This design comes from an exercise in tuning for small area, a short achievable clock period and few clock cycles per item on the open sky130 flow, not from production work.
At most, simulation tests tie the RTL to the original design; equivalence was not proved.
Power figures rest on the tool's default switching activity, not on a simulated workload.

## v6
Design unsigned_nonrestoring, start of the top module:
module unsigned_nonrestoring #(
    parameter int WIDTH = 32
) (
    input logic go,
    input logic[WIDTH-1:0] divisor,
    input logic[WIDTH-1:0] dividend,
    input logic clk, rst,
    output logic done,
    output logic[WIDTH-1:0] quotient,
    output logic[WIDTH-1:0] remainder,
    output logic divide_by_zero
);
==> module unsigned_nonrestoring, before the edit <==
module unsigned_nonrestoring #(
    parameter int WIDTH = 32
) (
    input logic go,
    input logic[WIDTH-1:0] divisor,
    input logic[WIDTH-1:0] dividend,
    input logic clk, rst,
    output logic done,
    output logic[WIDTH-1:0] quotient,
    output logic[WIDTH-1:0] remainder,
    output logic divide_by_zero
);
logic align_R, iter_R, done_R, dbz_R;
logic [4:0] cnt_R;
logic [31:0] Q_R, R_R, B_R;
logic [4:0] lza_R;
logic [5:0] lzb_R;
assign done = done_R;
assign divide_by_zero = dbz_R;
assign quotient = Q_R;
assign remainder = R_R;
function automatic logic [5:0] lzc32(input logic [31:0] x);
    logic [15:0] v1; logic [15:0] c1;
    logic [7:0] v2; logic [1:0] c2 [8];
    logic [3:0] v3; logic [2:0] c3 [4];
    logic [1:0] v4; logic [3:0] c4 [2];
    for (int i = 0; i < 16; i++) begin
        v1[i] = x[2*i+1] | x[2*i];
        c1[i] = ~x[2*i+1];
    end
    for (int i = 0; i < 8; i++) begin
        v2[i] = v1[2*i+1] | v1[2*i];
        c2[i] = v1[2*i+1] ? {1'b0, c1[2*i+1]} : {1'b1, c1[2*i]};
    end
    for (int i = 0; i < 4; i++) begin
        v3[i] = v2[2*i+1] | v2[2*i];
        c3[i] = v2[2*i+1] ? {1'b0, c2[2*i+1]} : {1'b1, c2[2*i]};
    end
    for (int i = 0; i < 2; i++) begin
        v4[i] = v3[2*i+1] | v3[2*i];
        c4[i] = v3[2*i+1] ? {1'b0, c3[2*i+1]} : {1'b1, c3[2*i]};
    end
    if (v4[1]) lzc32 = {2'b00, c4[1]};
    else if (v4[0]) lzc32 = {2'b01, c4[0]};
    else lzc32 = 6'd32;
endfunction
logic [6:0] d;
logic [31:0] bsh;
logic bzero, qzero;
logic [5:0] lza6;
always_comb begin
    d = {1'b0, lzb_R} - {2'b0, lza_R};
    bzero = lzb_R[5];
    lza6 = lzc32(dividend);
    qzero = d[6];
    bsh = divisor << d[4:0];
end
function automatic logic ge32(input logic [31:0] x, input logic [31:0] y);
    logic [31:0] g0, e0;
    logic [15:0] g1, e1;
    logic [7:0] g2, e2;
    logic [3:0] g3, e3;
    logic [1:0] g4, e4;
    g0 = x & ~y;
    e0 = ~(x ^ y);
    for (int i = 0; i < 16; i++) begin
        g1[i] = g0[2*i+1] | (e0[2*i+1] & g0[2*i]);
        e1[i] = e0[2*i+1] & e0[2*i];
    end
    for (int i = 0; i < 8; i++) begin
        g2[i] = g1[2*i+1] | (e1[2*i+1] & g1[2*i]);
        e2[i] = e1[2*i+1] & e1[2*i];
    end
    for (int i = 0; i < 4; i++) begin
        g3[i] = g2[2*i+1] | (e2[2*i+1] & g2[2*i]);
        e3[i] = e2[2*i+1] & e2[2*i];
    end
    for (int i = 0; i < 2; i++) begin
        g4[i] = g3[2*i+1] | (e3[2*i+1] & g3[2*i]);
        e4[i] = e3[2*i+1] & e3[2*i];
    end
    ge32 = g4[1] | (e4[1] & (g4[0] | e4[0]));
endfunction
logic [32:0] diff;
logic qd;
always_comb begin
    diff = {1'b0, R_R} - {1'b0, B_R};
    qd = ge32(R_R, B_R);
end
always_ff @(posedge clk or posedge rst) begin
    if (rst) begin
        align_R <= 1'b0;
        iter_R <= 1'b0;
        done_R <= 1'b0;
        dbz_R <= 1'b0;
    end else begin
        done_R <= 1'b0;
        if (align_R) begin
            align_R <= 1'b0;
            dbz_R <= bzero;
            if (bzero || qzero) done_R <= 1'b1;
            else iter_R <= 1'b1;
        end else if (iter_R) begin
            if (cnt_R == 5'd0) begin
                iter_R <= 1'b0;
                done_R <= 1'b1;
            end
        end else if (go) begin
            align_R <= 1'b1;
        end
    end
end
always_ff @(posedge clk) begin
    lza_R <= lza6[4:0] | {5{lza6[5]}};
    lzb_R <= lzc32(divisor);
    if (align_R) begin
        B_R <= bsh;
        Q_R <= '0;
        cnt_R <= d[4:0];
    end else begin
        B_R <= {1'b0, B_R[31:1]};
        Q_R <= {Q_R[30:0], qd};
        cnt_R <= cnt_R - 5'd1;
    end
    if (!align_R && !iter_R) R_R <= dividend;
    else if (iter_R && qd) R_R <= diff[31:0];
end
endmodule
clock: 6.0 ns
lec_check: 0
abc_area: 1
cap_margin: 20
core_margin: 2
core_utilization: 40
cts_buf_list: sky130_fd_sc_hd__clkbuf_8
setup_slack_margin: 3.5
slew_margin: 20
standard.sh (not shown) runs the stock make flow with config.mk's settings and CLKGATE_MAP_FILE= SYNTH_SCRIPT=/design/flow/synth_recipe.tcl, a recipe that flattens the netlist after the stock synthesis.
==> flow/flow/run.sh <==
#!/bin/bash
# The standard layout, with the port buffers made from the smallest plain buffer
# (buf_1) instead of the cell buffer_ports picks by itself.
set -euo pipefail
bash standard.sh 'BUFFER_PORTS_ARGS=-buffer_cell sky130_fd_sc_hd__buf_1' finish > make.log 2>&1
> inputs changed (v6 -> v7)
==> flow/design.v <==
module unsigned_nonrestoring #(
    parameter int WIDTH = 32
) (
    input logic go,
    input logic[WIDTH-1:0] divisor,
    input logic[WIDTH-1:0] dividend,
    input logic clk, rst,
    output logic done,
    output logic[WIDTH-1:0] quotient,
    output logic[WIDTH-1:0] remainder,
    output logic divide_by_zero
);
logic align_R, iter_R, done_R, dbz_R;
logic [4:0] cnt_R;
logic [31:0] Q_R, R_R, B_R;
logic [5:0] lza_R, lzb_R;
assign done = done_R;
assign divide_by_zero = dbz_R;
assign quotient = Q_R;
assign remainder = R_R;
function automatic logic [5:0] lzc32(input logic [31:0] x);
    logic [15:0] v1; logic [15:0] c1;
    logic [7:0] v2; logic [1:0] c2 [8];
    logic [3:0] v3; logic [2:0] c3 [4];
    logic [1:0] v4; logic [3:0] c4 [2];
    for (int i = 0; i < 16; i++) begin
        v1[i] = x[2*i+1] | x[2*i];
        c1[i] = ~x[2*i+1];
    end
    for (int i = 0; i < 8; i++) begin
        v2[i] = v1[2*i+1] | v1[2*i];
        c2[i] = v1[2*i+1] ? {1'b0, c1[2*i+1]} : {1'b1, c1[2*i]};
    end
    for (int i = 0; i < 4; i++) begin
        v3[i] = v2[2*i+1] | v2[2*i];
        c3[i] = v2[2*i+1] ? {1'b0, c2[2*i+1]} : {1'b1, c2[2*i]};
    end
    for (int i = 0; i < 2; i++) begin
        v4[i] = v3[2*i+1] | v3[2*i];
        c4[i] = v3[2*i+1] ? {1'b0, c3[2*i+1]} : {1'b1, c3[2*i]};
    end
    if (v4[1]) lzc32 = {2'b00, c4[1]};
    else if (v4[0]) lzc32 = {2'b01, c4[0]};
    else lzc32 = 6'd32;
endfunction
logic [6:0] d;
logic [31:0] bsh;
logic bzero, qzero;
always_comb begin
    d = {1'b0, lzb_R} - {1'b0, lza_R};
    bzero = lzb_R[5];
    qzero = d[6];
    bsh = divisor << d[4:0];
end
logic [32:0] diff;
logic qd;
always_comb begin
    diff = {1'b0, R_R} - {1'b0, B_R};
    qd = R_R >= B_R;
end
always_ff @(posedge clk or posedge rst) begin
    if (rst) begin
        align_R <= 1'b0;
        iter_R <= 1'b0;
        done_R <= 1'b0;
        dbz_R <= 1'b0;
    end else begin
        done_R <= 1'b0;
        if (align_R) begin
            align_R <= 1'b0;
            dbz_R <= bzero;
            if (bzero || qzero) done_R <= 1'b1;
            else iter_R <= 1'b1;
        end else if (iter_R) begin
            if (cnt_R == 5'd0) begin
                iter_R <= 1'b0;
                done_R <= 1'b1;
            end
        end else if (go) begin
            align_R <= 1'b1;
        end
    end
end
always_ff @(posedge clk) begin
    lza_R <= lzc32(dividend);
    lzb_R <= lzc32(divisor);
    if (align_R) begin
        B_R <= bsh;
        Q_R <= '0;
        cnt_R <= d[4:0];
    end else begin
        B_R <= {1'b0, B_R[31:1]};
        Q_R <= {Q_R[30:0], qd};
        cnt_R <= cnt_R - 5'd1;
    end
    if (!align_R && !iter_R) R_R <= dividend;
    else if (iter_R && qd) R_R <= diff[31:0];
end
endmodule
Findings:
Diff v6 -> v7: share of power burned in registers fell 1.1 points, combinational share of power fell 0.2 points.
| clock power | v7 vs v6 | worse |
Re relative area change from synthesis to final layout: v7 is 0.32 points up on v6.
Diff v6 -> v7 | multi-input combinational cell count | decrease of 10
v7 vs v6: proportion of cell area occupied by multi-input gates up
Having completed the whole flow, v7 delivered a layout that passed the timing, DRC and antenna checks.
Power dissipated by switching net loads: v7 vs v6 up 3.2%
[compare] base=v6 new=v7: first-iteration DRC count now sits higher; total power rose 0.22 mW; count of sequential standard cells now sits higher.
v7: worst path setup slack after routing higher than v6
Comparing v7 with v6, the hold slack came out essentially unchanged.
Testbench counts of v7, summed over its fixed seeds: cycles 32,890, divisions 3,200.
No functional check of the RTL was part of v6.

re-timing with driven ports:
No port has a modelled driver above. Below, the same layouts with a new extraction and two added sets of constraints. Step 1 assumes that a clkbuf_16 drives the clock port and a buf_2 every other input. Step 2, shift: input delay + t, output delay - t, t = (earliest + latest rising clock arrival at the registers) / 2. This alone moves slack from input paths to output paths. a / b / c = ideal ports / drivers / drivers and shift; a / b = the first two.
run	t (ns)	setup slack, ns	latest minus earliest clock arrival (ns)
v6	0.501	3.580 / 3.580 / 3.252	0.015 / 0.016
v7	0.494	3.591 / 3.591 / 3.254	0.014 / 0.014
After both steps every run listed still meets setup and hold. The setup slack of v7, which loses most, moves by 0.000 ns with the drivers and by -0.337 ns with both steps.
